This design comes from an exercise in tuning for small area and a short achievable clock period on the open sky130 flow, not from production work. The RTL was checked by simulation tests, not by an equivalence proof against the original design. The clock port is modelled as an ideal driver, which makes a skipped or thinned clock tree look cheaper than it is; a real chip needs a root buffer or a tree. Power figures rest on the tool's default switching activity, not on a simulated workload.

`design.v`:
```
module memory_unit(
    input CLK, RESET,  
    input [3:0] ADDR,  
    input [7:0] DATA_IN,  
    input READ, WRITE,  
    input [7:0] SEARCH_KEY,  
    output reg [7:0] DATA_OUT,  
    output reg [7:0] SEARCH_RESULT  
);
reg [7:0] dasd_memory [0:15];  
reg [7:0] cam_key [0:7];       
genvar g, b;
wire nrd, nwr, nwen;
wire [3:0] na;
g_inv u_nrd (.a(READ), .y(nrd));
g_inv u_nwr (.a(WRITE), .y(nwr));
generate
    for (g = 0; g < 4; g = g + 1) begin : ainv
        g_inv u_na (.a(ADDR[g]), .y(na[g]));
    end
endgenerate
g_or3 u_nwen (.a(RESET), .b(READ), .c(nwr), .y(nwen));
wire [3:0] pa;
g_nor2 u_pa0 (.a(ADDR[1]), .b(ADDR[0]), .y(pa[0]));
g_nor2 u_pa1 (.a(ADDR[1]), .b(na[0]), .y(pa[1]));
g_nor2 u_pa2 (.a(na[1]), .b(ADDR[0]), .y(pa[2]));
g_nor2 u_pa3 (.a(na[1]), .b(na[0]), .y(pa[3]));
wire [3:0] wq, rq;
g_nor3 u_wq0 (.a(nwen), .b(ADDR[3]), .c(ADDR[2]), .y(wq[0]));
g_nor3 u_wq1 (.a(nwen), .b(ADDR[3]), .c(na[2]), .y(wq[1]));
g_nor3 u_wq2 (.a(nwen), .b(na[3]), .c(ADDR[2]), .y(wq[2]));
g_nor3 u_wq3 (.a(nwen), .b(na[3]), .c(na[2]), .y(wq[3]));
g_nor3 u_rq0 (.a(nrd), .b(ADDR[3]), .c(ADDR[2]), .y(rq[0]));
g_nor3 u_rq1 (.a(nrd), .b(ADDR[3]), .c(na[2]), .y(rq[1]));
g_nor3 u_rq2 (.a(nrd), .b(na[3]), .c(ADDR[2]), .y(rq[2]));
g_nor3 u_rq3 (.a(nrd), .b(na[3]), .c(na[2]), .y(rq[3]));
wire [15:0] we_d, rsel;
wire [7:0] we_k;
generate
    for (g = 0; g < 16; g = g + 1) begin : word
        g_and2 u_we (.a(pa[g % 4]), .b(wq[g / 4]), .y(we_d[g]));
        g_and2 u_rs (.a(pa[g % 4]), .b(rq[g / 4]), .y(rsel[g]));
        always @(posedge CLK)
            if (we_d[g])
                dasd_memory[g] <= DATA_IN;
    end
    for (g = 0; g < 8; g = g + 1) begin : key
        g_and2 u_we (.a(pa[g % 4]), .b(wq[g / 4]), .y(we_k[g]));
        always @(posedge CLK)
            if (we_k[g])
                cam_key[g] <= SEARCH_KEY;
    end
endgenerate
wire [7:0] nlo, nhi, nm, mr;
generate
    for (g = 0; g < 8; g = g + 1) begin : cmp
        wire [7:0] eq;
        for (b = 0; b < 8; b = b + 1) begin : bit_eq
            g_xnor2 u_eq (.a(cam_key[g][b]), .b(SEARCH_KEY[b]), .y(eq[b]));
        end
        g_nand4 u_lo (.a(eq[0]), .b(eq[1]), .c(eq[2]), .d(eq[3]), .y(nlo[g]));
        g_nand4 u_hi (.a(eq[4]), .b(eq[5]), .c(eq[6]), .d(eq[7]), .y(nhi[g]));
        g_or2 u_nm (.a(nlo[g]), .b(nhi[g]), .y(nm[g]));                
        g_nor3 u_mr (.a(nlo[g]), .b(nhi[g]), .c(nrd), .y(mr[g]));      
    end
endgenerate
wire [7:0] ssel;
wire z47, z13;
g_and4 u_z47 (.a(nm[4]), .b(nm[5]), .c(nm[6]), .d(nm[7]), .y(z47));
g_and3 u_z13 (.a(nm[1]), .b(nm[2]), .c(nm[3]), .y(z13));
assign ssel[7] = mr[7];
g_and2 u_s6 (.a(mr[6]), .b(nm[7]), .y(ssel[6]));
g_and3 u_s5 (.a(mr[5]), .b(nm[6]), .c(nm[7]), .y(ssel[5]));
g_and4 u_s4 (.a(mr[4]), .b(nm[5]), .c(nm[6]), .d(nm[7]), .y(ssel[4]));
g_and2 u_s3 (.a(mr[3]), .b(z47), .y(ssel[3]));
g_and3 u_s2 (.a(mr[2]), .b(z47), .c(nm[3]), .y(ssel[2]));
g_and4 u_s1 (.a(mr[1]), .b(z47), .c(nm[3]), .d(nm[2]), .y(ssel[1]));
g_and3 u_s0 (.a(mr[0]), .b(z47), .c(z13), .y(ssel[0]));
wire [7:0] dout_d, sres_d;
generate
    for (b = 0; b < 8; b = b + 1) begin : bits
        wire [15:0] v;
        for (g = 0; g < 16; g = g + 1) begin : w
            assign v[g] = dasd_memory[g][b];
        end
        wire [3:0] s;
        for (g = 0; g < 4; g = g + 1) begin : spair
            g_a22oi u_s (.a1(ssel[2 * g]), .a2(v[2 * g]), .b1(ssel[2 * g + 1]), .b2(v[2 * g + 1]), .y(s[g]));
        end
        wire sh, sx;
        g_nand2 u_sh (.a(nrd), .b(SEARCH_RESULT[b]), .y(sh));
        g_and2 u_sx (.a(s[3]), .b(sh), .y(sx));
        g_nand4 u_sy (.a(s[0]), .b(s[1]), .c(s[2]), .d(sx), .y(sres_d[b]));
        wire [7:0] t;
        for (g = 0; g < 8; g = g + 1) begin : dpair
            g_a22oi u_t (.a1(rsel[2 * g]), .a2(v[2 * g]), .b1(rsel[2 * g + 1]), .b2(v[2 * g + 1]), .y(t[g]));
        end
        wire e0, e1, dh;
        g_nand4 u_e0 (.a(t[0]), .b(t[1]), .c(t[2]), .d(t[3]), .y(e0));
        g_nand4 u_e1 (.a(t[4]), .b(t[5]), .c(t[6]), .d(t[7]), .y(e1));
        g_and2 u_dh (.a(nrd), .b(DATA_OUT[b]), .y(dh));
        g_or3 u_dy (.a(e0), .b(e1), .c(dh), .y(dout_d[b]));
    end
endgenerate
always @(posedge CLK or posedge RESET) begin
    if (RESET) begin
        DATA_OUT <= 8'd0;
        SEARCH_RESULT <= 8'd0;
    end else begin
        DATA_OUT <= dout_d;
        SEARCH_RESULT <= sres_d;
    end
end
endmodule
module g_inv(input a, output y);
    assign y = ~a;
endmodule
module g_xnor2(input a, input b, output y);
    assign y = ~(a ^ b);
endmodule
module g_nand2(input a, input b, output y);
    assign y = ~(a & b);
endmodule
module g_nand4(input a, input b, input c, input d, output y);
    assign y = ~(a & b & c & d);
endmodule
module g_nor2(input a, input b, output y);
    assign y = ~(a | b);
endmodule
module g_nor3(input a, input b, input c, output y);
    assign y = ~(a | b | c);
endmodule
module g_or2(input a, input b, output y);
    assign y = a | b;
endmodule
module g_or3(input a, input b, input c, output y);
    assign y = a | b | c;
endmodule
module g_and2(input a, input b, output y);
    assign y = a & b;
endmodule
module g_and3(input a, input b, input c, output y);
    assign y = a & b & c;
endmodule
module g_and4(input a, input b, input c, input d, output y);
    assign y = a & b & c & d;
endmodule
module g_a22oi(input a1, input a2, input b1, input b2, output y);
    assign y = ~(a1 & a2 | b1 & b2);
endmodule
```
`flow/run.sh`:
```
#!/bin/bash
# Own layout flow: the standard synthesis, then the standard ORFS steps with
# extra make variables (flow/make_args.txt, one NAME=VALUE per line; @FLOW@ is
# replaced by this folder's absolute path, for hook scripts).
set -uo pipefail
here=$(cd "$(dirname "$0")" && pwd)
mapfile -t args < <(grep -v '^\s*#' "$here/make_args.txt" | grep -v '^\s*$' | sed "s#@FLOW@#$here#g")
printf '%s\n' "${args[@]}" > make_args_used.log
bash standard.sh synth > synth.log 2>&1 || exit 1
bash standard.sh "${args[@]}" finish > layout.log 2>&1
```
`flow/downsize.tcl`:
```
# Start every combinational cell at its smallest drive strength; the timing
# repair that follows sizes up what the clock period needs.
set db [ord::get_db]
set n 0
foreach inst [[ord::get_db_block] getInsts] {
  set m [[$inst getMaster] getName]
  if {![regexp {^(sky130_fd_sc_hd__([a-z0-9]+))_([0-9]+)$} $m -> base kind size]} { continue }
  if {$size == 1} { continue }
  if {[string match {*df*} $kind] || [string match {dl*} $kind] || [string match {clk*} $kind] || [string match {conb} $kind] || [string match {tap*} $kind]} { continue }
  set small [$db findMaster ${base}_1]
  if {$small eq "NULL" || $small eq ""} { continue }
  $inst swapMaster $small
  incr n
}
puts "downsize: $n cells set to drive strength 1"
```
`flow/make_args.txt`:
```
MATCH_CELL_FOOTPRINT=0
BUFFER_PORTS_ARGS=-buffer_cell sky130_fd_sc_hd__buf_2
CTS_ARGS=-sink_clustering_enable -repair_clock_nets -dont_use_dummy_load -buf_list sky130_fd_sc_hd__clkbuf_16 -sink_clustering_size 24 -sink_clustering_max_diameter 80
PRE_FLOORPLAN_TCL=@FLOW@/downsize.tcl
POST_CTS_TCL=@FLOW@/post_cts.tcl
SKIP_CTS_REPAIR_TIMING=1
```
`flow/post_cts.tcl`:
```
# Flatten the clock tree to two levels: the root buffer (the only cell the CLK
# port drives) drives the leaf buffers directly, which drive the registers. The
# branching buffers between them are removed, and the root is a clkbuf_16. All
# registers keep the same number of buffers on their clock path.
set block [ord::get_db_block]
proc out_net {inst} {
  foreach it [$inst getITerms] { if {[$it isOutputSignal]} { return [$it getNet] } }
  return ""
}
proc is_clkbuf {inst} { string match sky130_fd_sc_hd__clkbuf_* [[$inst getMaster] getName] }
set clk [$block findNet CLK]
set root ""
foreach it [$clk getITerms] { set root [$it getInst] }
set n0 [out_net $root]
set changed 1
while {$changed} {
  set changed 0
  foreach it [$n0 getITerms] {
    if {![$it isInputSignal]} { continue }
    set b [$it getInst]
    if {![is_clkbuf $b]} { continue }
    set n1 [out_net $b]
    # collapse b only if everything it drives is a clock buffer
    set all_bufs 1
    foreach l [$n1 getITerms] {
      if {[$l isInputSignal] && ![is_clkbuf [$l getInst]]} { set all_bufs 0 }
    }
    if {!$all_bufs} { continue }
    foreach l [$n1 getITerms] {
      if {[$l isInputSignal]} { $l disconnect; $l connect $n0 }
    }
    foreach bt [$b getITerms] { $bt disconnect }
    odb::dbInst_destroy $b
    odb::dbNet_destroy $n1
    set changed 1
    break
  }
}
$root swapMaster [[ord::get_db] findMaster sky130_fd_sc_hd__clkbuf_16]
puts "post_cts: root [$root getName] drives [expr {[llength [$n0 getITerms]] - 1}] clock buffers"
detailed_placement
check_placement -verbose
```
`flow/pre_cts.tcl`:
```
# Upsize the output port buffers.
set block [ord::get_db_block]
set master_buf [[ord::get_db] findMaster sky130_fd_sc_hd__buf_4]
foreach bterm [$block getBTerms] {
  if {[$bterm getIoType] ne "OUTPUT"} { continue }
  foreach iterm [[$bterm getNet] getITerms] {
    if {[$iterm isOutputSignal]} { [$iterm getInst] swapMaster $master_buf }
  }
}
```
`standard.sh`:
```
#!/bin/bash
# synth_recipe.tcl (not shown) runs the flow's synth.tcl, then flattens the netlist and writes it again
# the make line also repeats each setting of config.mk as NAME=value (left out here)
make -C /OpenROAD-flow-scripts/flow DESIGN_CONFIG=/design/flow/config.mk WORK_HOME=/design/flow/orfs CLKGATE_MAP_FILE= SYNTH_SCRIPT=/design/flow/synth_recipe.tcl "${@:-finish}"
```
`config.mk`:
```
export PLATFORM = sky130hd
export DESIGN_NAME = memory_unit
export DESIGN_NICKNAME = memory_unit
export VERILOG_FILES = /design/flow/design.v
export SDC_FILE = /design/flow/constraint.sdc
export NUM_CORES = 4
export LEC_CHECK = 0
export CAP_MARGIN = 20
export CORE_MARGIN = 2
export CORE_UTILIZATION = 40
export SETUP_SLACK_MARGIN = 2.2
export SLEW_MARGIN = 20
export SYNTH_HIERARCHICAL = 1
```
`constraint.sdc`:
```
create_clock -name core_clock -period 4.0 [get_ports {CLK}]
set_input_delay 0.8000 -clock core_clock [delete_from_list [all_inputs] [get_ports {CLK}]]
set_output_delay 0.8000 -clock core_clock [all_outputs]
set_load 0.01 [all_outputs]
```
==> summary.txt, run 1 <==
The flow ran to the end and the layout has no timing, DRC or antenna violations. The run gives 0.071 as the part of the total power dissipated in combinational logic. Leaving out filler cells and counting taps, the final layout contains 864. The tools report the maximum operating frequency as 480.1 MHz.

The tools report the post-route total power as 3724 uW. Post-route fraction of the period consumed by the critical path: 0.5208. The floorplan step defined a die boundary enclosing 22080 um^2. The total area inside the core boundary comes to 20360 um^2. The category of the critical setup timing path was in2reg.

Internal power comes to 2965 uW. For the first-iteration detailed-routing DRC count, the log shows 497. Counting every sink on the clock net gives 208.

The final layout contains routed wiring with a total length of 19370 um. Buffers placed on the I/O ports in this run total 39. The worst reg-to-reg setup slack is 1.96 ns.

Adding up every negative setup slack in the final design gives 0 ns. The worst setup skew after layout came out at 0.02062 ns. The height of the die works out to 148.6 um.

Using the TritonRoute via totals, the vias-per-cell ratio works out to 5.676. Endpoint of the worst-slack reg-to-reg timing path: SEARCH_RESULT[2]. Post-synthesis instance total: 524. The maximum fanout encountered on the critical timing path was 16. After clock tree synthesis, the clock-pin slew on the worst setup and hold paths is 0.09 ns. For the worst flop-to-flop path, the logic depth is 7. Routability-driven placement finished with a final weighted congestion of 0.8652. Hold violation total from the final report: 0. The tools report the initial antenna violation count as 0. The analysis attributes to net switching a power of 759.5 uW. Setup violations remaining at the end of the flow were counted as 0. The worst setup path is captured at a register. The run gives 11 as the count of warnings emitted by yosys. The worst path in the final design needs a cycle of 2.083 ns, including I/O delays and setup. The worst hold path begins at dasd_memory[3][7].

The headroom to the max-slew limit was 0.5395. For the pin with the worst max-slew slack, the measured transition is 0.6900 ns. The global-route wire length before repair is 28030 um. The arrival time reported for the critical path endpoint was 2.34 ns; the number of diodes was 0. For the relative contribution of sequential cells to total power, the log shows 0.649. In this run the static leakage power is 0.003241 uW. For the clock network power share, the log shows 0.280.

After filler insertion, the fill cell instance count of the layout stands at 1667. Before antenna repair, the detailed router went through 5 iterations. The run gives 0 as the number of max-slew violations in the final report. The die is 148.6 um wide. In this run the remaining antenna-violating nets after routing total 0. The net count of the finished layout is 620. The number of instances in the placed design was 835. The detailed placer's ending HPWL was 13130 um.

In this run the cell area measured after placement is 9165 um^2. The proportion of total power due to net switching works out to 0.2039. The mean routed wirelength per cell was 22.41 um. The total overflow left after global routing is 0. The fraction of layout instances using a drive strength above 1 is 0.3620. The total global-route track usage was 0.1733. The multi-input combinational cells in the finished layout cover a total of 2882 um^2.

The area occupied by registers came out at 6166 um^2. The tools report the terminating pin of the worst hold path as SEARCH_RESULT[7]. For the pin count of the biggest net entering global routing, the log shows 29. The tools report the clock latency of the later-clocked register in the worst-skew pair as 0.39 ns. Across the VDD grid, the largest voltage drop is 0.0003477 V.

In this run the critical register-to-register path is launched from cam_key[3][3]. Setup repair after global routing could not meet its margin everywhere. The number of cells traversed by the worst hold path came out at 2.

The logs give 40 for the boundary pin count and 0 for the number of maximum-capacitance constraint violations. The cell area power density came out at 364.5 nW/um^2. The run gives 0.4107 as the initial cell density of the core. The required time of the critical path is 4.25 ns, and the via count of the first global-routing pass is 4685. The logs give 548 for the synthesized netlist net count and 0 for the DRC violation count after routing. For the number of standard-cell rows in the floorplan, the log shows 52. The post-layout instance area is 10220 um^2, and the total number of vias is 4904. The worst setup path is launched from a primary input. The min-delay analysis places its worst path in the category reg2reg.
## worst max-delay path, stage by stage
cell     delay (ns)
buf_12         0.14
xnor2_1        0.22
nand4_1        0.18
or2_1          0.24
and3_1         0.18
and3_4         0.23
a22oi_2        0.20
nand4_1        0.15
## through the flow
| step | setup WS, ns | hold slack [ns] | utilization |
|---|---|---|---|
| finish | 1.917 | 0.5276 | 0.5017 |
| global route | 1.848 | 0.5505 | 0.5017 |
| detailed placement | 1.206 | 0.5035 | 0.4500 |
| global placement | 1.230 | 0.4947 | 0.4500 |
| floorplan | 1.929 | 0.4744 | - |
## how the worst max path moves through the flow
stage / startpoint / end / slack, ns / cells past startpoint
after detailed placement: READ / DATA_OUT[5] / 1.21 / 7
after floorplan: SEARCH_KEY[1] / SEARCH_RESULT[0] / 1.93 / 7
after global routing: SEARCH_KEY[0] / SEARCH_RESULT[2] / 1.85 / 8
final: SEARCH_KEY[0] / SEARCH_RESULT[2] / 1.92 / 8
after global placement: READ / DATA_OUT[5] / 1.23 / 7
## cell type report
class                   count  share of cell area
flip-flops and latches    208              0.6035
repair inverters            1           0.0007348
inverters                   7            0.004164
multi-input cells         309              0.2820
clock buffers              10             0.02449
well taps                 270             0.03306
repair buffers             59             0.05205
## sequential cells by signal, indices dropped and copies added (netlist names)
register,cells
DATA_OUT,8
dasd_memory,128
cam_key,64
SEARCH_RESULT,8
## per-layer routing
metal	share of wire	up-vias	track usage	wire length, um
li1	-	2223	-	-
met4	0.017	0	0.04571	335
met3	0.057	30	0.03988	1102
met5	0	-	0	0
met2	0.49	153	0.2794	9510
met1	0.43	2498	0.2391	8417
## power groups by stage
stage          logic (uW)  clock network (uW)  registers, uW
2_1_floorplan        94.8                   0           2470
3_3_place_gp          204                   0           2460
3_5_place_dp          209                   0           2460
5_1_grt               286                1140           2420
6_report              264                1040           2420
## placed cells by master (no fill, tap or decap), types with 4 or more instances in the layout
cell type	count
edfxtp_1	192
buf_4	15
a22oi_2	55
nand2_1	8
clkinvlp_4	4
buf_12	4
or2_1	7
or3_1	8
nor3_4	8
a22oi_1	41
and2_1	16
and2_4	42
nor3_1	8
xnor2_2	22
buf_6	7
xnor2_1	40
buf_2	27
nand4_1	40
clkbuf_16	11
dfrtp_1	16
==> run 2, diff against run 1 <==
==> flow/make_args.txt (replaced) <==
MATCH_CELL_FOOTPRINT=0
BUFFER_PORTS_ARGS=-buffer_cell sky130_fd_sc_hd__buf_2
CTS_ARGS=-sink_clustering_enable -repair_clock_nets -dont_use_dummy_load -buf_list sky130_fd_sc_hd__clkbuf_8 -sink_clustering_size 16 -sink_clustering_max_diameter 50
PRE_FLOORPLAN_TCL=@FLOW@/downsize.tcl
==> run 2 against run 1 <==
Against the previous run:
- maximum frequency grew 6.8%
- sequential cell count is the same
- combinational power shrank 2%
- sequential power hardly changed
- critical endpoint unchanged
- clock-buffer cell count grew 8
- synthesized cell count stayed put
- critical path depth stayed put
- final cell count increased by 1.2%
- final area about the same
==> summary.txt, run 2 <==
The detailed router used layers up to and including met4. The number of nets still failing antenna checks after routing is 0 (unchanged). Endpoint of the worst-slack reg-to-reg timing path: SEARCH_RESULT[2]. The DRC violation count after routing was 0 (unchanged); the vias per cell was 5.593 (-1.5%).

For the number of diodes, the log shows 0 (unchanged). Number of maximum-capacitance constraint violations: 0 (unchanged). The total clock sinks was 208 (unchanged). The tree is rooted in a clkbuf_8.

STA classifies the critical path endpoint as a register. Number of CTS-inserted buffers: 18. The initial antenna violation count was 0 (unchanged); the number of buffers inserted by hold repair at cts was 0. The clock-pin slew of the registers on the worst-case setup and hold paths works out to 0.10 ns (about the same). The logs give 9165 um^2 (unchanged) for the total cell area at the placement stage and 2916 uW (-1.6%) for the internal power of the cells. The arrival time reported for the critical path endpoint is 2.34 ns (about the same).

For the deepest level of the CTS H-tree, the log shows 1. The tools report the detailed placer's ending HPWL as 13130 um (unchanged). The number of max-slew violations in the final report came out at 0 (unchanged).

The final setup slack of the worst path was 2.049 ns (+0.1323 ns); the final period demand of the worst path was 1.951 ns (-0.1323 ns). The tools report the number of standard-cell rows in the floorplan as 52 (unchanged). The synthesized netlist net count came out at 548 (unchanged). The cell area power density came out at 361.5 nW/um^2 (-0.82%). Launch point of the worst reg-to-reg path: cam_key[5][3]. The logs give 0.3835 ns (-0.1441 ns) for the worst slack on hold paths and 0.53 ns (+0.14 ns) for the clock latency of the later-clocked register in the worst-skew pair. The pin slew with the least headroom to its limit is 0.7133 ns (+0.02321 ns), and the mean routed wirelength per cell is 22.15 um (-1.2%). The height of the die was 148.6 um (unchanged).

The flow ran to the end and the layout has no timing, DRC or antenna violations. The run gives 8485 um (+0.81%) as the met1 routed wirelength after detailed routing. The number of endpoints failing setup at the final stage is 0 (unchanged).

Worst hold-check path type: in2async. The post-layout instance area was 10210 um^2 (about the same). In the final layout, the registers with the most flip-flops are dasd_memory (128), cam_key (64). The layout filler cell count was 1667 (unchanged); the number of nets in the final layout was 630 (+1.6%). The largest stage delay on the critical path is 0.29 ns (+0.05 ns).

The required time of the critical path is 4.39 ns (+0.14 ns). The tools report the relative contribution of sequential cells to total power as 0.655 (+0.006). Worst supply voltage drop on vdd: 0.0003229 V (-7.1%). The category of the critical setup timing path was in2reg. Count of warnings emitted by yosys: 11 (unchanged). The via count of the first global-routing pass came out at 4904 (+4.7%). The proportion of total power due to net switching is 0.2102 (+0.006253). Leaving out fill and tap cells, the most frequent cells in the layout are 192 x edfxtp_1, 56 x a22oi_2, 42 x and2_4.

For the final cell count without fillers, the log shows 874 (+1.2%). The run gives 22080 um^2 (unchanged) as the die footprint. For the hold violation total from the final report, the log shows 0 (unchanged).

STA classifies the critical path startpoint as a primary input. Setup repair after global routing could not meet its margin everywhere. The cell seen most often among critical-path stages is nand4_1. The total number of vias came out at 4888 (-0.33%). The path depth of the worst reg2reg path is 7 (unchanged). The flip-flop count of the largest register, all copies and words added was 128 (unchanged); the number of instances in the placed design was 835 (unchanged). Leaving out fill and tap cells, the most frequent cell in the layout is edfxtp_1. The length of the first detailed-routing pass in iterations is 5 (unchanged), and the number of I/O port buffers is 39 (unchanged).

Clock network power share: 0.275 (-0.005). The tools report the initial cell density of the core as 0.4107 (unchanged). The tools report the floorplan core area as 20360 um^2 (unchanged). Counting along the longest clock path gives a buffer depth of 3. The post-route fraction of the period consumed by the critical path came out at 0.4877 (-0.03306). For the total wirelength of the detailed-routed design, the log shows 19360 um (about the same). On the critical path, the stage with the largest delay is an instance of or2_1. The weighted congestion at the end of routability-driven global placement was 0.8652 (unchanged); the worst reg-to-reg setup slack was 2.09 ns (+0.13 ns).

The logs give 524 (unchanged) for the post-synthesis instance total and 17 (-41%) for the pin count of the biggest net entering global routing. The total global routing overflow came out at 0 (unchanged). The die extent in x is 148.6 um (unchanged).

The length of routed met3 wiring came out at 1030 um (-6.5%). Total length of routed met2 wires: 9487 um (-0.24%). The maximum fanout encountered on the critical timing path came out at 16 (unchanged).

The pre-CTS setup slack came out at 1.206 ns (unchanged). The logs give 40 (unchanged) for the boundary pin count and 0 ns (unchanged) for the sum of negative setup slack. The run gives 512.6 MHz (+6.8%) as the maximum operating frequency. TritonCTS built the clock tree.

The global-route wire length before repair is 29060 um (+3.7%). Traced cell by cell, the critical path runs through buf_12 -> xnor2_2 -> nand4_1 -> or2_1 -> and4_4 -> and3_4 -> a22oi_2 -> nand4_1. The fraction of layout instances using a drive strength above 1 is 0.3825 (+0.02050), and the first-iteration detailed-routing DRC count is 435 (-12%).

The net switching power of the design was 776.0 uW (+2.2%); the worst setup skew after layout was 0.07819 ns (+0.05757 ns). Total global-route track usage: 0.1746 (+0.001360). Ranked by flip-flop count, first place goes to dasd_memory. The leakage power was 0.003267 uW (+0.81%); the part of the total power dissipated in combinational logic was 0.070 (about the same). The headroom to the max-slew limit is 0.5240 (-0.01549).
## run 2: stage by stage
stage          utilization  power, uW
2_1_floorplan            -       2562
6_report            0.5015       3692
3_3_place_gp        0.4500       2668
4_1_cts             0.4869       3709
3_5_place_dp        0.4500       2674
5_1_grt             0.5015       3826
## run 2: how the worst max path moves through the flow
stage	endpoint	startpoint	slack (ns)
3_3_place_gp	DATA_OUT[5]	READ	1.23
3_5_place_dp	DATA_OUT[5]	READ	1.21
5_1_grt	SEARCH_RESULT[2]	SEARCH_KEY[3]	2.02
6_report	SEARCH_RESULT[2]	SEARCH_KEY[0]	2.05
2_1_floorplan	SEARCH_RESULT[0]	SEARCH_KEY[1]	1.93
4_1_cts	DATA_OUT[1]	DATA_OUT[1]	2.07
## run 2: repair_timing
action                                 in CTS  in global routing
gates cloned                                1                  0
endpoints found under the hold margin       0                  0
resized for setup                          95                 56
pin swaps                                  27                 32
setup endpoints to repair                  94                 74
setup buffers                              14                  6
## run 2: layer usage
layer  global-route usage  vias up
li1                     -     2241
met2               0.2910      138
met4              0.04762        0
met5                    0        -
met1               0.2419     2479
met3              0.02546       30
## run 2: final cells by class
cell class                 count  area, um^2  area share
timing repair inverter         1       7.507   0.0007350
inverter                       7       37.54    0.003675
tap                          270       337.8     0.03308
multi-input combinational    309        2914      0.2853
timing repair buffer          61       503.0     0.04925
clock buffer                  18       247.7     0.02426
sequential                   208        6166      0.6037
## run 2: power by group through the flow
stage | sequential, uW | combinational (uW) | clock [uW]
global route | 2420 | 280 | 1130
CTS | 2420 | 245 | 1050
global placement | 2460 | 204 | 0
floorplan | 2470 | 94.8 | 0
detailed placement | 2460 | 209 | 0
finish | 2420 | 260 | 1020
## run 2: worst max-delay path: cells and delay by family
family | cells | cell delay, ns
xor gates and xnor gates | 1 | 0.17
AOI/OAI and AO/OA | 1 | 0.21
buffers and inverters | 1 | 0.14
and+or+nand+nor | 5 | 1.02
==> run 3, diff against run 2 <==
--- a/design.v
+++ b/design.v
@@ -51,7 +51,7 @@
                 cam_key[g] <= SEARCH_KEY;
     end
 endgenerate
-wire [7:0] nlo, nhi, nm, mr;
+wire [7:0] nlo, nhi, m, mr;
 generate
     for (g = 0; g < 8; g = g + 1) begin : cmp
         wire [7:0] eq;
@@ -60,22 +60,27 @@
         end
         g_nand4 u_lo (.a(eq[0]), .b(eq[1]), .c(eq[2]), .d(eq[3]), .y(nlo[g]));
         g_nand4 u_hi (.a(eq[4]), .b(eq[5]), .c(eq[6]), .d(eq[7]), .y(nhi[g]));
-        g_or2 u_nm (.a(nlo[g]), .b(nhi[g]), .y(nm[g]));                
+        g_nor2 u_m (.a(nlo[g]), .b(nhi[g]), .y(m[g]));                 
         g_nor3 u_mr (.a(nlo[g]), .b(nhi[g]), .c(nrd), .y(mr[g]));      
     end
 endgenerate
 wire [7:0] ssel;
-wire z47, z13;
-g_and4 u_z47 (.a(nm[4]), .b(nm[5]), .c(nm[6]), .d(nm[7]), .y(z47));
-g_and3 u_z13 (.a(nm[1]), .b(nm[2]), .c(nm[3]), .y(z13));
+wire nm7, nm5, nm3, q67, q45, q23, q123;
+g_or2  u_nm7  (.a(nlo[7]), .b(nhi[7]), .y(nm7));
+g_or2  u_nm5  (.a(nlo[5]), .b(nhi[5]), .y(nm5));
+g_or2  u_nm3  (.a(nlo[3]), .b(nhi[3]), .y(nm3));
+g_nor2 u_q67  (.a(m[6]), .b(m[7]), .y(q67));
+g_nor2 u_q45  (.a(m[4]), .b(m[5]), .y(q45));
+g_nor2 u_q23  (.a(m[2]), .b(m[3]), .y(q23));
+g_nor3 u_q123 (.a(m[1]), .b(m[2]), .c(m[3]), .y(q123));
 assign ssel[7] = mr[7];
-g_and2 u_s6 (.a(mr[6]), .b(nm[7]), .y(ssel[6]));
-g_and3 u_s5 (.a(mr[5]), .b(nm[6]), .c(nm[7]), .y(ssel[5]));
-g_and4 u_s4 (.a(mr[4]), .b(nm[5]), .c(nm[6]), .d(nm[7]), .y(ssel[4]));
-g_and2 u_s3 (.a(mr[3]), .b(z47), .y(ssel[3]));
-g_and3 u_s2 (.a(mr[2]), .b(z47), .c(nm[3]), .y(ssel[2]));
-g_and4 u_s1 (.a(mr[1]), .b(z47), .c(nm[3]), .d(nm[2]), .y(ssel[1]));
-g_and3 u_s0 (.a(mr[0]), .b(z47), .c(z13), .y(ssel[0]));
+g_and2 u_s6 (.a(mr[6]), .b(nm7), .y(ssel[6]));
+g_and2 u_s5 (.a(mr[5]), .b(q67), .y(ssel[5]));
+g_and3 u_s4 (.a(mr[4]), .b(nm5), .c(q67), .y(ssel[4]));
+g_and3 u_s3 (.a(mr[3]), .b(q45), .c(q67), .y(ssel[3]));
+g_and4 u_s2 (.a(mr[2]), .b(nm3), .c(q45), .d(q67), .y(ssel[2]));
+g_and4 u_s1 (.a(mr[1]), .b(q23), .c(q45), .d(q67), .y(ssel[1]));
+g_and4 u_s0 (.a(mr[0]), .b(q123), .c(q45), .d(q67), .y(ssel[0]));
 wire [7:0] dout_d, sres_d;
 generate
     for (b = 0; b < 8; b = b + 1) begin : bits
==> run 3 against run 2 <==
Against the previous run:
- still clean
- wire length rose by 0.98%
- first-iteration DRC count up 16%
- clock skew fell by 0.030 ns
- final cell count down 0.57%
- non-clock buffer count decreased by 10
- clock power barely moved
- combinational power decreased by 12%
- maximum frequency increased by 2.3%
- sequential cell count did not move
- core utilization fell by 1.8 points
- sequential share of layout area increased by 2.3 points
- critical path type is now reg2out
- highest routed layer unchanged
==> summary.txt, run 3 <==
The number of max-slew violations in the final report came out at 0 (unchanged). The slowest stage of the critical path is the dfrtp_1 cell. The number of CTS-inserted buffers is 18 (unchanged). The most common cell after layout, fill and taps aside was edfxtp_1. Cell class contributing the biggest share of worst-path delay: flip-flops.

Total cell area at the placement stage: 9067 um^2 (-1.1%). The maximum fanout encountered on the critical timing path works out to 2 (-14). The worst setup path is captured at an output port. The worst reg-to-reg setup slack came out at 2.15 ns (+0.06 ns). Traced cell by cell, the critical path runs through buf_2.

The floorplan core area is 20360 um^2 (unchanged). The mean routed wirelength per cell is 22.49 um (+1.6%). For the global-route wire length before repair, the log shows 29580 um (+1.8%). The post-route fraction of the period consumed by the critical path was 0.4768 (-0.01087); the flip-flop count of the largest register, all copies and words added was 128 (unchanged).

The number of maximum-capacitance constraint violations came out at 0 (unchanged). The post-layout instance area was 9846 um^2 (-3.6%); the arrival time reported for the critical path endpoint was 1.11 ns (-1.23 ns). The run gives 208 (unchanged) as the total clock sinks. CTS placed an instance of clkbuf_8 at the clock tree root.

By startpoint and endpoint, the worst setup path is classified as reg2out. The layout filler cell count is 1744 (+4.6%), and the first-iteration detailed-routing DRC count is 506 (+16%). The logs give 11 (unchanged) for the count of warnings emitted by yosys and 0 (unchanged) for the number of endpoints failing setup at the final stage. The total global routing overflow was 0 (unchanged).

The fraction of layout instances using a drive strength above 1 was 0.3172 (-0.06526); the die extent in x was 148.6 um (about the same). The final period demand of the worst path works out to 1.907 ns (-0.04350 ns). The tools report the deepest level of the CTS H-tree as 1 (unchanged).

The tools report the headroom to the max-slew limit as 0.4944 (-0.02959). The via count of the first global-routing pass was 4886 (-0.37%). The detailed placer's ending HPWL is 13540 um (+3.1%). The tools report the worst setup skew after layout as 0.04811 ns (-0.03008 ns). For the maximum buffer depth of the clock tree, the log shows 3 (unchanged). The hold violation total from the final report was 0 (unchanged).

The post-synthesis instance total is 529 (+0.95%). The logs give 0.51 ns (-0.02 ns) for the clock latency of the later-clocked register in the worst-skew pair and 0 (unchanged) for the number of diodes. The critical path buffer and inverter count was 1 (unchanged). The logs give 40 (unchanged) for the boundary pin count and 19550 um (+0.98%) for the total wirelength of the detailed-routed design. Length of the first detailed-routing pass in iterations: 6 (+1). In the final layout, the registers with the most flip-flops are dasd_memory (128), cam_key (64). For the die footprint, the log shows 22090 um^2 (about the same). TritonCTS built the clock tree. The required time of the critical path was 3.20 ns (-1.19 ns). The vias per cell is 5.628 (+0.64%).

Post-route total power: 3683 uW (-0.26%). The largest stage delay on the critical path was 0.44 ns (+0.15 ns). The tools report the maximum operating frequency as 524.3 MHz (+2.3%). The tools report the worst slack on hold paths as 0.4342 ns (+0.05068 ns).

The leakage power is 0.003066 uW (-6.2%). The pin slew with the least headroom to its limit is 0.7576 ns (+0.04434 ns). Setup repair after global routing could not meet its margin everywhere.

The run gives 0 (unchanged) as the DRC violation count after routing. The number of I/O port buffers is 39 (unchanged), and the total global-route track usage is 0.1770 (+0.002378). The cell area power density is 374.0 nW/um^2 (+3.5%). The height of the die came out at 148.6 um (about the same). The number of gates on the worst path with buffers counted was 1 (-7). For the initial antenna violation count, the log shows 0 (unchanged). In this run the worst setup path begins at DATA_OUT[5]. In the layout the commonest cells are 192 x edfxtp_1, 57 x xnor2_1, 49 x a22oi_1. Number of nets still failing antenna checks after routing: 0 (unchanged). For the synthesized netlist net count, the log shows 553 (+0.91%). The startpoint identified for the worst register-to-register timing path is cam_key[5][1]. The worst supply voltage drop on vdd was 0.0001722 V (-47%); the weighted congestion at the end of routability-driven global placement was 0.9219 (+6.6%).

The path depth of the worst reg2reg path was 6 (-1); the sum of negative setup slack was 0 ns (unchanged). The min-delay analysis places its worst path in the category in2async. Number of nets in the final layout: 625 (-0.79%). Startpoint type of the worst setup path: a register. The pin count of the biggest net entering global routing is 17 (unchanged), and the total number of vias is 4891 (+0.061%). Ranked by flip-flop count, first place goes to dasd_memory. The clock-pin slew of the registers on the worst-case setup and hold paths was 0.10 ns (about the same).

The flow ran to the end and the layout has no timing, DRC or antenna violations. The number of standard-cell rows in the floorplan came out at 52 (unchanged). The initial cell density of the core was 0.4109 (about the same).

The endpoint of the worst-slack reg-to-reg timing path was SEARCH_RESULT[4]. The worst setup path endpoint is DATA_OUT[5].
## run 3: layer usage
metal,GRT usage,part of all wire
met1,0.2518,0.46
met5,0,0
met3,0.03037,0.048
met4,0.03571,0.016
met2,0.2898,0.48
## run 3: layout make-up
class	instances	area, um^2	share of cell area
clock buffers	18	247.7	0.02516
inverters	7	30.03	0.003050
repair buffers	51	379.1	0.03851
flip-flops and latches	208	6166	0.6263
multi-input cells	314	2678	0.2720
repair inverters	1	7.507	0.0007625
well taps	270	337.8	0.03431
## run 3: power by group
part / total, uW / switching, uW / internal [uW]
logic: 228 / 137 / 90.5
clock network: 1030 / 629 / 405
registers: 2420 / 21.4 / 2400
## run 3: what timing repair did
action	in CTS	in global routing
resized for setup	90	34
pin swaps	24	37
cloned	1	0
hold buffers	0	0
endpoints found under the setup margin	40	40
setup buffers	8	2
## run 3: through the flow
step | setup slack, ns | instances | utilization
6_report | 2.093 | 869 | 0.4835
5_1_grt | 2.045 | 869 | 0.4835
4_1_cts | 2.051 | 867 | 0.4754
3_5_place_dp | 1.300 | 840 | 0.4453
3_3_place_gp | 1.308 | 840 | 0.4453
2_1_floorplan | 1.950 | 529 | -
## run 3: worst min-delay path by stage
stage | to | slack, ns | cells past startpoint | from
2_1_floorplan | SEARCH_RESULT[0] | 0.47 | 2 | dasd_memory[3][0]
3_3_place_gp | SEARCH_RESULT[6] | 0.53 | 2 | dasd_memory[3][6]
3_5_place_dp | SEARCH_RESULT[6] | 0.51 | 2 | dasd_memory[3][6]
4_1_cts | DATA_OUT[5] | 0.45 | 2 | RESET
5_1_grt | DATA_OUT[5] | 0.47 | 2 | RESET
6_report | DATA_OUT[7] | 0.43 | 2 | RESET
==> run 4, diff against run 3 <==
==> flow/make_args.txt (replaced) <==
MATCH_CELL_FOOTPRINT=0
BUFFER_PORTS_ARGS=-buffer_cell sky130_fd_sc_hd__buf_2
CTS_ARGS=-sink_clustering_enable -repair_clock_nets -dont_use_dummy_load -buf_list sky130_fd_sc_hd__clkbuf_8 -sink_clustering_size 16 -sink_clustering_max_diameter 50
POST_FLOORPLAN_TCL=@FLOW@/downsize.tcl
==> run 4 against run 3 <==
Against the previous run:
- clock-buffer cell count rose by 4
- final area rose by 0.70%
- total power rose by 2.5%
- hold slack improved by 0.0021 ns
- critical path type unchanged
- largest power group unchanged
==> summary.txt, run 4 <==
Cell with the largest stage delay on the worst path: dfrtp_1. The logs give 0.05470 ns (+0.006586 ns) for the worst setup skew after layout and 0.4478 (-0.04662) for the headroom to the max-slew limit. Sorting the synthesized cells by how often they occur yields 192 x edfxtp_1, 96 x a22oi_2, 64 x xnor2_1. The number of endpoints failing setup at the final stage was 0 (unchanged); the clock network power share was 0.297 (+0.016). The total global-route track usage is 0.1592 (-0.01785), and the number of max-slew violations in the final report is 0 (unchanged). The vias per cell was 5.540 (-1.6%); the synthesized cell area was 8934 um^2. The number of nets still failing antenna checks after routing came out at 0 (unchanged). The number of CTS-inserted buffers is 22 (+4). Worst slack on hold paths: 0.4363 ns (+0.002073 ns).

The number of buffers inserted by hold repair at cts was 0 (unchanged). The largest registers in the layout are dasd_memory (128), cam_key (64). The run gives 12910 um (-4.6%) as the detailed placer's ending HPWL. Final period demand of the worst path: 1.880 ns (-0.02770 ns). For the post-synthesis instance total, the log shows 529 (unchanged).

The fraction of layout instances using a drive strength above 1 was 0.3114 (-0.005828). The tools report the proportion of synthesized chip area in sequential cells as 0.6902. The proportion of total power due to net switching works out to 0.2090 (-0.004753). The cell area power density was 380.7 nW/um^2 (+1.8%).

For the relative contribution of sequential cells to total power, the log shows 0.640 (-0.018). The tools report the weighted congestion at the end of routability-driven global placement as 0.8933 (-3.1%). The initial cell density of the core is 0.4081 (-0.002819).

The maximum fanout encountered on the critical timing path is 2 (unchanged). Yosys attributes the largest share of cell area to edfxtp_1 65%, a22oi_2 13%, xnor2_1 6.3%. The required time of the critical path was 3.20 ns (about the same). The run gives 0 (unchanged) as the hold violation total from the final report. The run gives 0.063 (about the same) as the part of the total power dissipated in combinational logic. The total clock sinks is 208 (unchanged), and the clock latency of the later-clocked register in the worst-skew pair is 0.53 ns (+0.02 ns). The leakage power is 0.003111 uW (+1.5%), and the net switching power of the design is 788.9 uW (+0.20%).

The clock-pin slew of the registers on the worst-case setup and hold paths is 0.08 ns (-0.02 ns). The worst reg-to-reg setup slack was 2.23 ns (+0.08 ns); the met1 routed wirelength after detailed routing was 8234 um (-7.5%). The number of I/O port buffers was 39 (unchanged); the total length of routed met2 wires was 9204 um (-2.0%). Total cell area at the placement stage: 8932 um^2 (-1.5%).

The pin slew with the least headroom to its limit is 0.8275 ns (+0.06986 ns), and the count of different cell masters after synthesis is 14. The endpoint of the worst-slack reg-to-reg timing path was SEARCH_RESULT[0]. In the layout the commonest cells are 192 x edfxtp_1, 61 x xnor2_1, 58 x a22oi_1.

The path depth of the worst reg2reg path is 7 (+1). The worst setup path is launched from a register. The worst setup path is captured at an output port. Counting flops with a built-in enable in the synthesized netlist gives 192. For the count of warnings emitted by yosys, the log shows 11 (unchanged).

The area occupied by registers was 6166 um^2 (unchanged); the number of synthesized register bits was 208. For the number of maximum-capacitance constraint violations, the log shows 0 (unchanged). Among cell families on the critical path, the largest total delay comes from flip-flops.

The run gives 28700 um (-3.0%) as the global-route wire length before repair. The critical path goes through buf_2. The logs give 2604 um^2 (-2.8%) for the area taken by multi-input logic gates and 9915 um^2 (+0.70%) for the post-layout instance area. The internal power of the cells was 2985 uW (+3.1%); the total wirelength of the detailed-routed design was 19010 um (-2.7%).

Number of standard-cell rows in the floorplan: 54 (+3.8%). The average instance in the mapped netlist occupies 16.89 um^2. The flow ran to the end and the layout has no timing, DRC or antenna violations.

The tools report the first-iteration detailed-routing DRC count as 373 (-26%). In this run the critical register-to-register path is launched from cam_key[7][5]. The initial antenna violation count is 1 (+1), and the height of the die is 153.4 um (+3.2%). Of all cell types, the one taking the most synthesized area is edfxtp_1. Leaving out fill and tap cells, the most frequent cell in the layout is edfxtp_1. The tools report the DRC violation count after routing as 0 (unchanged). The root buffer cell chosen for the clock tree is clkbuf_8.

The mean routed wirelength per cell is 21.43 um (-4.7%), and the arrival time reported for the critical path endpoint is 1.08 ns (-0.03 ns). The async set or reset register ratio after synthesis is 0.07692, and the area share of the largest cell type after synthesis is 0.6454. The run gives 532.0 MHz (+1.5%) as the maximum operating frequency. TritonCTS built the clock tree. The deepest level of the CTS H-tree came out at 1 (unchanged). Number of diodes: 0 (unchanged). The flip-flop count of the largest register, all copies and words added is 128 (unchanged).

By startpoint and endpoint, the worst setup path is classified as reg2out. The length of routed met3 wiring was 1288 um (+37%); the pin count of the biggest net entering global routing was 17 (unchanged). The length of the first detailed-routing pass in iterations was 5 (-1). The die extent in x was 153.4 um (+3.2%).

Setup repair after global routing could not meet its margin everywhere. The maximum buffer depth of the clock tree was 3 (unchanged). The logs give 40 (unchanged) for the boundary pin count and 0.0002745 V (+59%) for the worst supply voltage drop on vdd. The post-route fraction of the period consumed by the critical path is 0.4699 (-0.006925). Critical path buffer and inverter count: 1 (unchanged). The sum of negative setup slack was 0 ns (unchanged).

The highest metal layer with signal wires is met5. The total number of vias came out at 4914 (+0.47%). The synthesized netlist net count was 553 (unchanged). Layout-stage area growth over the synthesis result: 10.98%. The number of nets in the final layout was 633 (+1.3%). The run gives 21890 um^2 (+7.5%) as the floorplan core area.

The logs give 1919 (+10%) for the layout filler cell count and 0 (unchanged) for the total global routing overflow. The flip-flop cell with the highest count after synthesis was edfxtp_1. The die footprint was 23550 um^2 (+6.6%). The register ranked first by flip-flop count is dasd_memory. Among all cell types in the netlist, the one instantiated most often is edfxtp_1.

Via count of the first global-routing pass: 4884 (-0.041%). The largest stage delay on the critical path is 0.41 ns (-0.03 ns). The worst hold-check path type is in2async.
run 4: per-stage QoR:
step                instances    util  setup WS, ns  total power, uW
finish                    887  0.4529         2.120             3774
global route              887  0.4529         2.074             3926
CTS                       882  0.4415         2.092             3806
detailed placement        850  0.4080        0.8850             2660
global placement          850  0.4080        0.9818             2656
floorplan                 529       -         1.883             2571
run 4: cells by family (layout without fill, tap and decap cells):
logic type / Yosys count / in the layout / share of synthesized area
flops: 208 / 208 / 0.6902
simple gates: 154 / 154 / 0.1097
compound gates: 96 / 96 / 0.1345
xor+xnor: 64 / 64 / 0.06275
buf+inv: 7 / 85 / 0.002942
run 4: modules after synthesis, one instance, submodules excluded:
module       copies in the design  flops+latches  cells inside  area (um^2)
memory_unit                     1            208           209         6170
g_a22oi                        96              0             1        12.51
g_nor3                         17              0             1        10.01
g_and4                          3              0             1        8.758
g_xnor2                        64              0             1        8.758
g_and2                         58              0             1        6.256
g_and3                          2              0             1        6.256
g_nand4                        40              0             1        6.256
g_or2                           3              0             1        6.256
g_or3                           9              0             1        6.256
g_inv                           6              0             1        3.754
g_nand2                         8              0             1        3.754
g_nor2                         14              0             1        3.754
run 4: layout make-up:
type,count,area share
Clock buffer,22,0.03054
Inverter,7,0.003281
Multi-Input combinational cell,314,0.2626
Sequential cell,208,0.6219
Tap cell,280,0.03534
Timing Repair Buffer,56,0.04631
run 4: worst max path at each step:
stage	startpoint	end	slack, ns	cells past startpoint
floorplan	READ	DATA_OUT[0]	1.88	6
global placement	READ	dasd_memory[4][1]	0.98	4
detailed placement	READ	dasd_memory[6][5]	0.88	4
CTS	DATA_OUT[2]	DATA_OUT[2]	2.09	1
global route	DATA_OUT[2]	DATA_OUT[2]	2.07	1
finish	DATA_OUT[2]	DATA_OUT[2]	2.12	1
run 4: metal layers:
| layer | up-vias | global-route usage |
|---|---|---|
| met1 | 2472 | 0.2183 |
| li1 | 2242 | - |
| met5 | - | 0 |
| met3 | 23 | 0.03289 |
| met2 | 175 | 0.2619 |
| met4 | 2 | 0.03888 |
run 4: timing repair:
item                                    4_1_cts  5_1_grt
endpoints found under the setup margin      224      181
buffers inserted                             10        5
pin swaps                                     8       38
gates resized for setup                     136       61
cloned                                        0        0
run 4: power by group through the flow:
stage | clock network [uW] | logic, uW | registers, uW
6_report | 1120 | 236 | 2420
5_1_grt | 1250 | 256 | 2420
4_1_cts | 1160 | 227 | 2420
3_5_place_dp | 0 | 197 | 2460
3_3_place_gp | 0 | 193 | 2460
2_1_floorplan | 0 | 102 | 2470
==> run 5, diff against run 4 <==
==> flow/make_args.txt (replaced) <==
MATCH_CELL_FOOTPRINT=0
BUFFER_PORTS_ARGS=-buffer_cell sky130_fd_sc_hd__buf_2
CTS_ARGS=-sink_clustering_enable -repair_clock_nets -dont_use_dummy_load -buf_list sky130_fd_sc_hd__clkbuf_8 -sink_clustering_size 16 -sink_clustering_max_diameter 50
POST_FLOORPLAN_TCL=@FLOW@/downsize.tcl
PRE_GLOBAL_ROUTE_TCL=@FLOW@/recover_margin.tcl
RECOVER_POWER=100
RECOVER_SLACK_MARGIN=2.1
==> flow/recover_margin.tcl (new file) <==
# Make the power/area recovery after global routing keep the same setup slack
# margin as the timing repair: it then only downsizes cells whose paths keep at
# least RECOVER_SLACK_MARGIN ns of slack.
rename repair_timing my_repair_timing_orig
proc repair_timing {args} {
  if {[lsearch $args -recover_power] >= 0} {
    lappend args -slack_margin $::env(RECOVER_SLACK_MARGIN)
  }
  my_repair_timing_orig {*}$args
}
==> run 5 against run 4 <==
Against the previous run:
- still clean on timing, DRC and antenna
- final cell count unchanged
- non-clock buffer count unchanged
- setup slack got worse by 0.79 ns
- area after synthesis unchanged
- wire length increased by 0.31%
- first-iteration DRC count decreased by 4.6%
- critical path type is now in2reg
- largest power group unchanged
==> summary.txt, run 5 <==
The run finished with no timing, DRC or antenna violations. The adder and majority cell fraction of the synthesized area is 0 (unchanged), and the fraction of layout instances using a drive strength above 1 is 0.1944 (-0.1170). The leakage power came out at 0.002893 uW (-7.0%). The met1 routed wirelength after detailed routing is 8356 um (+1.5%), and the number of maximum-capacitance constraint violations is 0 (unchanged). The pin slew with the least headroom to its limit was 1.061 ns (+0.2338 ns).

Count of different cell masters after synthesis: 14 (unchanged). The logs give 3761 uW (-0.34%) for the post-route total power and 11 (unchanged) for the count of warnings emitted by yosys. The tools report the type of destination of the critical path as a register. For the required time of the critical path, the log shows 4.42 ns (+1.22 ns). The detailed placer's ending HPWL was 12910 um (unchanged).

In the layout the commonest cells are 192 x edfxtp_1, 62 x a22oi_1, 61 x xnor2_1. The tools report the origin of the worst setup path as SEARCH_KEY[5]. The async set or reset register ratio after synthesis was 0.07692 (unchanged). In this run the critical register-to-register path is launched from cam_key[7][5]. The biggest area contributor in the post-synthesis netlist is edfxtp_1.

For the worst reg-to-reg setup slack, the log shows 2.01 ns (-0.22 ns). The hold violation total from the final report is 0 (unchanged), and the DRC violation count after routing is 0 (unchanged). The tools report the layout filler cell count as 1965 (+2.4%). The flip-flop count of the largest register, all copies and words added is 128 (unchanged).

Clock-pin slew of the registers on the worst-case setup and hold paths: 0.09 ns (about the same). The post-route fraction of the period consumed by the critical path is 0.6672 (+0.1973). The number of I/O port buffers works out to 39 (unchanged). The run gives 0.4081 (unchanged) as the initial cell density of the core.

The flip-flop cell with the highest count after synthesis was edfxtp_1. The endpoint identified for the worst register-to-register timing path is SEARCH_RESULT[0]. Number of CTS-inserted buffers: 22 (unchanged).

The combinational family with the most area after synthesis was compound AO/OA/AOI/OAI gates. The largest registers in the layout are dasd_memory (128), cam_key (64). The weighted congestion at the end of routability-driven global placement was 0.8933 (unchanged). The highest metal layer carrying signal wires in the routed design is met5.

The worst setup skew after layout was 0.05094 ns (-0.003755 ns); the final period demand of the worst path was 2.669 ns (+0.7892 ns). The first-iteration detailed-routing DRC count was 356 (-4.6%); the clock latency of the later-clocked register in the worst-skew pair was 0.54 ns (about the same). The boundary pin count came out at 40 (unchanged). The number of synthesized register bits is 208 (unchanged). The synthesized netlist net count was 553 (unchanged).

The run gives 8934 um^2 (unchanged) as the synthesized cell area. The tools report the via count of the first global-routing pass as 4884 (unchanged). The worst setup path endpoint is SEARCH_RESULT[0]. The run gives 0.8850 ns (unchanged) as the pre-CTS setup slack. The most frequent cell after synthesis is edfxtp_1.

The count of flip-flops with a built-in enable after synthesis is 192 (unchanged), and the proportion of synthesized chip area in sequential cells is 0.6902 (unchanged). The run gives 21890 um^2 (unchanged) as the floorplan core area. The height of the die is 153.4 um (unchanged), and the worst supply voltage drop on vdd is 0.0002753 V (+0.31%). The length of the first detailed-routing pass in iterations was 5 (unchanged).

The die extent in x works out to 153.4 um (unchanged). The number of max-slew violations in the final report came out at 0 (unchanged). The arrival time reported for the critical path endpoint was 3.09 ns (+2.01 ns); the maximum fanout encountered on the critical timing path was 16 (+14). For the number of nets still failing antenna checks after routing, the log shows 0 (unchanged). The tools report the total wirelength of the detailed-routed design as 19070 um (+0.31%).

After synthesis, the cell types taking the most area are edfxtp_1 65%, a22oi_2 13%, xnor2_1 6.3%. Xor and xnor area share after synthesis: 0.06275 (unchanged). The logs give 6166 um^2 (unchanged) for the area occupied by registers and 1225 um (-4.9%) for the length of routed met3 wiring. Final setup slack of the worst path: 1.331 ns (-0.7892 ns). The number of diodes is 0 (unchanged).

The post-synthesis instance total came out at 529 (unchanged). The worst setup path is of the in2reg kind. The average footprint of a synthesized cell came out at 16.89 um^2 (unchanged). Cell area power density: 390.0 nW/um^2 (+2.4%). The number of standard-cell rows in the floorplan is 54 (unchanged).

The commonest cells after synthesis are 192 x edfxtp_1, 96 x a22oi_2, 64 x xnor2_1. The number of nets in the final layout is 633 (unchanged), and the maximum operating frequency is 374.7 MHz (-30%). Total clock sinks: 208 (unchanged).

The master cell of the clock root buffer is clkbuf_8. The run gives 23550 um^2 (unchanged) as the die footprint. For the area taken by multi-input logic gates, the log shows 2502 um^2 (-3.9%).

The headroom to the max-slew limit is 0.2925 (-0.1552), and the deepest level of the CTS H-tree is 1 (unchanged). The run gives 0 (unchanged) as the total global routing overflow. The number of endpoints failing setup at the final stage was 0 (unchanged); the maximum buffer depth of the clock tree was 3 (unchanged).

The area share of the largest cell type after synthesis was 0.6454 (unchanged). The tightest min-delay check is of the in2async type. The vias per cell is 5.496 (-0.79%). The layout-stage area growth over the synthesis result was 7.969%; the mean routed wirelength per cell was 21.50 um (+0.31%). The total global-route track usage was 0.1592 (unchanged).

The synthesized-area fraction occupied by ao, oa, aoi and oai cells was 0.1345 (unchanged). The startpoint type of the worst setup path was a primary input. The total number of vias is 4875 (-0.79%), and the initial antenna violation count is 1 (unchanged).

The register ranked first by flip-flop count is dasd_memory. The area share of and/or/nand/nor cells after synthesis came out at 0.1097 (unchanged). TritonCTS built the clock tree. The library cell used most frequently in the layout, excluding fill and tap cells, is edfxtp_1. The path depth of the worst reg2reg path came out at 7 (unchanged). Setup repair after global routing could not meet its margin everywhere. The global-route wire length before repair was 28700 um (unchanged); the post-synthesis mux area share was 0 (unchanged). The tools report the total length of routed met2 wires as 9224 um (+0.22%). The sum of negative setup slack is 0 ns (unchanged). The run gives 17 (unchanged) as the pin count of the biggest net entering global routing.
[run 5: cell counts after synthesis]
No cell type changed its count.
[run 5: what timing repair did]
action	4_1_cts	5_1_grt
gates cloned	0	0
buffers inserted	10	5
endpoints found under the setup margin	224	181
hold buffers	0	0
pin swaps	8	38
resized for setup	136	61
[run 5: how the worst min path moves through the flow]
stage	cells past startpoint	startpoint	slack [ns]	endpoint
2_1_floorplan	2	dasd_memory[3][0]	0.50	SEARCH_RESULT[0]
3_3_place_gp	2	dasd_memory[3][7]	0.51	SEARCH_RESULT[7]
3_5_place_dp	2	dasd_memory[3][7]	0.51	SEARCH_RESULT[7]
4_1_cts	2	RESET	0.44	SEARCH_RESULT[6]
5_1_grt	2	RESET	0.46	DATA_OUT[6]
6_report	2	RESET	0.42	DATA_OUT[6]
[run 5: final cells by class]
class,count,share of cell area
clock buffers,22,0.03139
inverters,7,0.003113
flip-flops and latches,208,0.6393
multi-input cells,314,0.2594
repair buffers,56,0.03048
well taps,280,0.03632
[run 5: cells by family (layout without fill, tap and decap cells)]
| family | count (synthesis) | in the layout |
|---|---|---|
| flops | 208 | 208 |
| compound gates | 96 | 96 |
| simple gates | 154 | 154 |
| buf+inv | 7 | 85 |
| xor+xnor | 64 | 64 |
[run 5: per-stage QoR]
stage / hold slack [ns] / instance area (um^2) / instances / utilization
finish: 0.4185 / 9646 / 887 / 0.4406
global route: 0.4629 / 9646 / 887 / 0.4406
CTS: 0.4422 / 9666 / 882 / 0.4415
detailed placement: 0.5143 / 8932 / 850 / 0.4080
global placement: 0.5120 / 8932 / 850 / 0.4080
floorplan: 0.4969 / 9060 / 529 / -
[run 5: where the power goes]
group / switching, uW / total [uW] / leakage, uW / internal (uW)
clock: 639 / 1130 / 0.000158 / 489
combinational: 140 / 215 / 0.000797 / 75.2
sequential: 15.3 / 2420 / 0.00194 / 2400
[run 5: metal layers]
layer  GRT usage  up-vias
li1            -     2242
met1      0.2183     2438
met2      0.2619      173
met3     0.03289       20
met4     0.03888        2
met5           0        -
[run 5: worst max-delay path, stage by stage]
cell and delay, ns:
clkbuf_1 0.76, xnor2_1 0.19, nand4_1 0.18, buf_4 0.19, nor3_1 0.16, and3_1 0.46
a22oi_1 0.19, nand4_1 0.14
[run 5: modules after synthesis, one instance, submodules excluded]
| module | copies in the design | area (um^2) | cells inside | flip-flops and latches |
|---|---|---|---|---|
| g_a22oi | 96 | 12.51 | 1 | 0 |
| g_nand4 | 40 | 6.256 | 1 | 0 |
| g_and2 | 58 | 6.256 | 1 | 0 |
| g_or3 | 9 | 6.256 | 1 | 0 |
| g_nor2 | 14 | 3.754 | 1 | 0 |
| g_nand2 | 8 | 3.754 | 1 | 0 |
| g_and4 | 3 | 8.758 | 1 | 0 |
| g_xnor2 | 64 | 8.758 | 1 | 0 |
| g_and3 | 2 | 6.256 | 1 | 0 |
| g_nor3 | 17 | 10.01 | 1 | 0 |
| g_inv | 6 | 3.754 | 1 | 0 |
| memory_unit | 1 | 6170 | 209 | 208 |
| g_or2 | 3 | 6.256 | 1 | 0 |
==> run 6, diff against run 5 <==
--- a/flow/recover_margin.tcl
+++ b/flow/recover_margin.tcl
@@ -4,7 +4,7 @@
 rename repair_timing my_repair_timing_orig
 proc repair_timing {args} {
   if {[lsearch $args -recover_power] >= 0} {
-    lappend args -slack_margin $::env(RECOVER_SLACK_MARGIN)
+    lappend args -setup_margin $::env(RECOVER_SLACK_MARGIN)
   }
   my_repair_timing_orig {*}$args
 }
==> run 6 against run 5 <==
Against the previous run:
- combinational power barely moved
- largest power group unchanged
- critical endpoint unchanged
- clock skew did not move
- clock power barely moved
==> summary.txt, run 6 <==
The flow ran to the end and the layout has no timing, DRC or antenna violations. The area share of and/or/nand/nor cells after synthesis is 0.1097 (unchanged), and the internal power of the cells is 2967 uW (unchanged). Clock-pin slew of the registers on the worst-case setup and hold paths: 0.09 ns (about the same). The run gives 0.4081 (unchanged) as the initial cell density of the core. The total global-route track usage came out at 0.1592 (unchanged). On the critical path, the stage with the largest delay is an instance of clkbuf_1. The proportion of total power due to net switching is 0.2111 (unchanged), and the total clock sinks is 208 (unchanged).

Flip-flop cell with the highest count after synthesis: edfxtp_1. The number of I/O port buffers is 39 (unchanged). For the headroom to the max-slew limit, the log shows 0.2925 (unchanged). The boundary pin count was 40 (unchanged). For the hold violation total from the final report, the log shows 0 (unchanged). The number of maximum-capacitance constraint violations came out at 0 (unchanged). The startpoint type of the worst setup path was a primary input. The critical path goes through clkbuf_1 -> xnor2_1 -> nand4_1 -> buf_4 -> nor3_1 -> and3_1 -> a22oi_1 -> nand4_1. The run gives 529 (unchanged) as the post-synthesis instance total. The logs give 0.54 ns (about the same) for the clock latency of the later-clocked register in the worst-skew pair and 54 (unchanged) for the number of standard-cell rows in the floorplan. Most common cell after layout, fill and taps aside: edfxtp_1. Worst reg-to-reg setup slack: 2.01 ns (about the same).

In the final layout, the registers with the most flip-flops are dasd_memory (128), cam_key (64). The arrival time reported for the critical path endpoint came out at 3.09 ns (about the same). The tools report the net switching power of the design as 793.9 uW (unchanged). The number of nets still failing antenna checks after routing was 0 (unchanged); the layout filler cell count was 1965 (unchanged). The average footprint of a synthesized cell was 16.89 um^2 (unchanged). The maximum buffer depth of the clock tree was 3 (unchanged); the worst setup skew after layout was 0.05094 ns (unchanged).

Number of synthesized register bits: 208 (unchanged). The tools report the required time of the critical path as 4.42 ns (about the same). After synthesis, the largest family of logic cells by area is compound AO/OA/AOI/OAI gates.

Number of endpoints failing setup at the final stage: 0 (unchanged). The synthesized netlist net count was 553 (unchanged); the post-synthesis mux area share was 0 (unchanged). The tools report the weighted congestion at the end of routability-driven global placement as 0.8933 (unchanged).

The post-route fraction of the period consumed by the critical path is 0.6672 (unchanged). The number of instances in the placed design came out at 850 (unchanged). The worst slack on hold paths is 0.4185 ns (unchanged).

For the part of the total power dissipated in combinational logic, the log shows 0.057 (about the same). The maximum operating frequency was 374.7 MHz (unchanged); the async set or reset register ratio after synthesis was 0.07692 (unchanged). The count of warnings emitted by yosys is 11 (unchanged). The final cell count without fillers is 887 (unchanged). The worst supply voltage drop on vdd was 0.0002753 V (unchanged); the cell area power density was 390.0 nW/um^2 (unchanged). The flip-flop count of the largest register, all copies and words added was 128 (unchanged); the initial antenna violation count was 1 (unchanged).

The detailed placer's ending HPWL is 12910 um (unchanged), and the maximum fanout encountered on the critical timing path is 16 (unchanged). The count of flip-flops with a built-in enable after synthesis is 192 (unchanged), and the vias per cell is 5.496 (unchanged). Total global routing overflow: 0 (unchanged).

The area share of the largest cell type after synthesis is 0.6454 (unchanged). The leakage power came out at 0.002893 uW (unchanged). Cell seen most often among critical-path stages: nand4_1. Die extent in x: 153.4 um (unchanged). More flip-flops sit in one register than any other, and that register is dasd_memory. The count of different cell masters after synthesis was 14 (unchanged); the final period demand of the worst path was 2.669 ns (unchanged). Pin slew with the least headroom to its limit: 1.061 ns (unchanged). The DRC violation count after routing is 0 (unchanged), and the post-route total power is 3761 uW (unchanged). For the proportion of synthesized chip area in sequential cells, the log shows 0.6902 (unchanged).

The total number of vias is 4875 (unchanged), and the mean routed wirelength per cell is 21.50 um (unchanged). In the post-synthesis netlist, the cell with the most instances is edfxtp_1. The number of nets in the final layout was 633 (unchanged); the fraction of layout instances using a drive strength above 1 was 0.1944 (unchanged). The length of the first detailed-routing pass in iterations was 5 (unchanged). First-iteration detailed-routing DRC count: 356 (unchanged). The relative contribution of sequential cells to total power was 0.643 (about the same); the synthesized cell area was 8934 um^2 (unchanged). By count the netlist is led by 192 x edfxtp_1, 96 x a22oi_2, 64 x xnor2_1. Adder and majority cell fraction of the synthesized area: 0 (unchanged).

The via count of the first global-routing pass was 4884 (unchanged). The logs give 23550 um^2 (unchanged) for the die footprint and 28700 um (unchanged) for the global-route wire length before repair. After synthesis, the cell types taking the most area are edfxtp_1 65%, a22oi_2 13%, xnor2_1 6.3%. The clock network power share came out at 0.300 (about the same).

The tools report the pin count of the biggest net entering global routing as 17 (unchanged). Setup repair after global routing could not meet its margin everywhere. TritonCTS built the clock tree. Synthesized-area fraction occupied by ao, oa, aoi and oai cells: 0.1345 (unchanged). Summed over all instances, the cell type with the most area after synthesis is edfxtp_1. The number of CTS-inserted buffers came out at 22 (unchanged). The master cell of the clock root buffer was clkbuf_8. The height of the die is 153.4 um (unchanged). The logs give 21890 um^2 (unchanged) for the floorplan core area and 19070 um (unchanged) for the total wirelength of the detailed-routed design. STA classifies the critical path endpoint as a register. The worst hold-check path type was in2async. The xor and xnor area share after synthesis is 0.06275 (unchanged). In the layout the commonest cells are 192 x edfxtp_1, 62 x a22oi_1, 61 x xnor2_1. Number of diodes: 0 (unchanged). The deepest level of the CTS H-tree was 1 (unchanged); the sum of negative setup slack was 0 ns (unchanged). Category of the critical setup timing path: in2reg. The largest stage delay on the critical path came out at 0.76 ns (about the same). The layout-stage area growth over the synthesis result was 7.969% (unchanged); the number of max-slew violations in the final report was 0 (unchanged).
run 6: cell counts after synthesis:
Identical to the previous run, type by type.
run 6: logic make-up after synthesis:
logic type / Yosys count
flops: 208
simple gates: 154
xor+xnor: 64
compound gates: 96
buf+inv: 7
run 6: area by class of cell:
class / instances / area, um^2 / share of cell area
sequential: 208 / 6166 / 0.6393
clock buffer: 22 / 302.8 / 0.03139
multi-input combinational: 314 / 2502 / 0.2594
inverter: 7 / 30.03 / 0.003113
tap: 280 / 350.3 / 0.03632
timing repair buffer: 56 / 294.0 / 0.03048
run 6: final timing paths:
path,start,endpoint,depth (start not counted)
max,SEARCH_KEY[5],SEARCH_RESULT[0],8
min,RESET,DATA_OUT[6],2
max in group asynchronous,RESET,SEARCH_RESULT[0],2
min in group core_clock,dasd_memory[3][2],SEARCH_RESULT[2],2
min reg2reg,dasd_memory[3][2],SEARCH_RESULT[2],2
max reg2reg,cam_key[7][5],SEARCH_RESULT[0],7
run 6: per-module statistics from Yosys, one instance, submodules excluded, a selection:
module       times used  cells inside
g_a22oi              96             1
g_and2               58             1
g_and3                2             1
g_and4                3             1
g_inv                 6             1
g_nand2               8             1
g_nor2               14             1
g_or2                 3             1
g_or3                 9             1
g_xnor2              64             1
memory_unit           1           209
run 6: worst max-delay path, delay by kind of cell:
kind                      cells  cell delay, ns
xor gates and xnor gates      1            0.19
AOI/OAI and AO/OA             1            0.19
buffers and inverters         2            0.95
and+or+nand+nor               4            0.94
run 6: power by group through the flow:
stage | combinational [uW] | clock, uW | sequential [uW]
final | 215 | 1130 | 2420
after CTS | 227 | 1160 | 2420
after global placement | 193 | 0 | 2460
after floorplan | 102 | 0 | 2470
after global routing | 235 | 1250 | 2420
after detailed placement | 197 | 0 | 2460
run 6: per-layer routing:
| metal | GRT usage | vias to the layer above | wire, um |
|---|---|---|---|
| met1 | 0.2183 | 2438 | 8356 |
| met4 | 0.03888 | 2 | 254 |
| met2 | 0.2619 | 173 | 9224 |
| met3 | 0.03289 | 20 | 1225 |
| li1 | - | 2242 | - |
| met5 | 0 | - | 11 |
run 6: repair_timing:
action                     4_1_cts  5_1_grt
setup buffers                   10        5
pin swaps                        8       38
setup endpoints to repair      224      181
resized for setup              136       61
hold buffers                     0        0
run 6: per-stage QoR:
step           setup slack, ns  cell area [um^2]    util
2_1_floorplan            1.883              9060       -
3_3_place_gp            0.9818              8932  0.4080
3_5_place_dp            0.8850              8932  0.4080
4_1_cts                  2.092              9666  0.4415
5_1_grt                  1.174              9646  0.4406
6_report                 1.331              9646  0.4406

==> separate check: timing with driven ports <==
How much do the figures lean on ideal ports? The routed layouts below were timed once more, with nothing changed but the port constraints. Step 1 (the two cells are an assumption about what drives the block):
set clk [get_ports {CLK}]
set_driving_cell -lib_cell sky130_fd_sc_hd__clkbuf_16 $clk
set_driving_cell -lib_cell sky130_fd_sc_hd__buf_2 [delete_from_list [all_inputs] $clk]
Step 2, shift: input delay + t, output delay - t, t = (earliest + latest rising clock arrival at the registers) / 2. This alone moves slack from input paths to output paths. Three values: ideal, step 1, step 2; two values: the first two.
run	shift t [ns]	slack for setup (ns)	hold slack, ns	clock arrival spread, ns	worst data-port slew with drivers (ns)
run 1	0.424	1.917 / 1.837 / 1.412	0.528 / 0.521 / 0.528	0.023 / 0.023	0.16
run 2	0.528	2.049 / 2.037 / 1.508	0.384 / 0.379 / 0.497	0.079 / 0.079	0.07
run 3	0.528	2.093 / 2.054 / 1.574	0.434 / 0.420 / 0.502	0.052 / 0.051	0.07
run 4	0.546	2.120 / 2.081 / 1.614	0.436 / 0.418 / 0.518	0.055 / 0.055	0.06
run 5	0.550	1.331 / 1.338 / 0.788	0.419 / 0.402 / 0.526	0.051 / 0.051	0.05
run 6	0.550	1.331 / 1.338 / 0.788	0.419 / 0.402 / 0.526	0.051 / 0.051	0.05
After both steps every run listed still meets setup and hold.
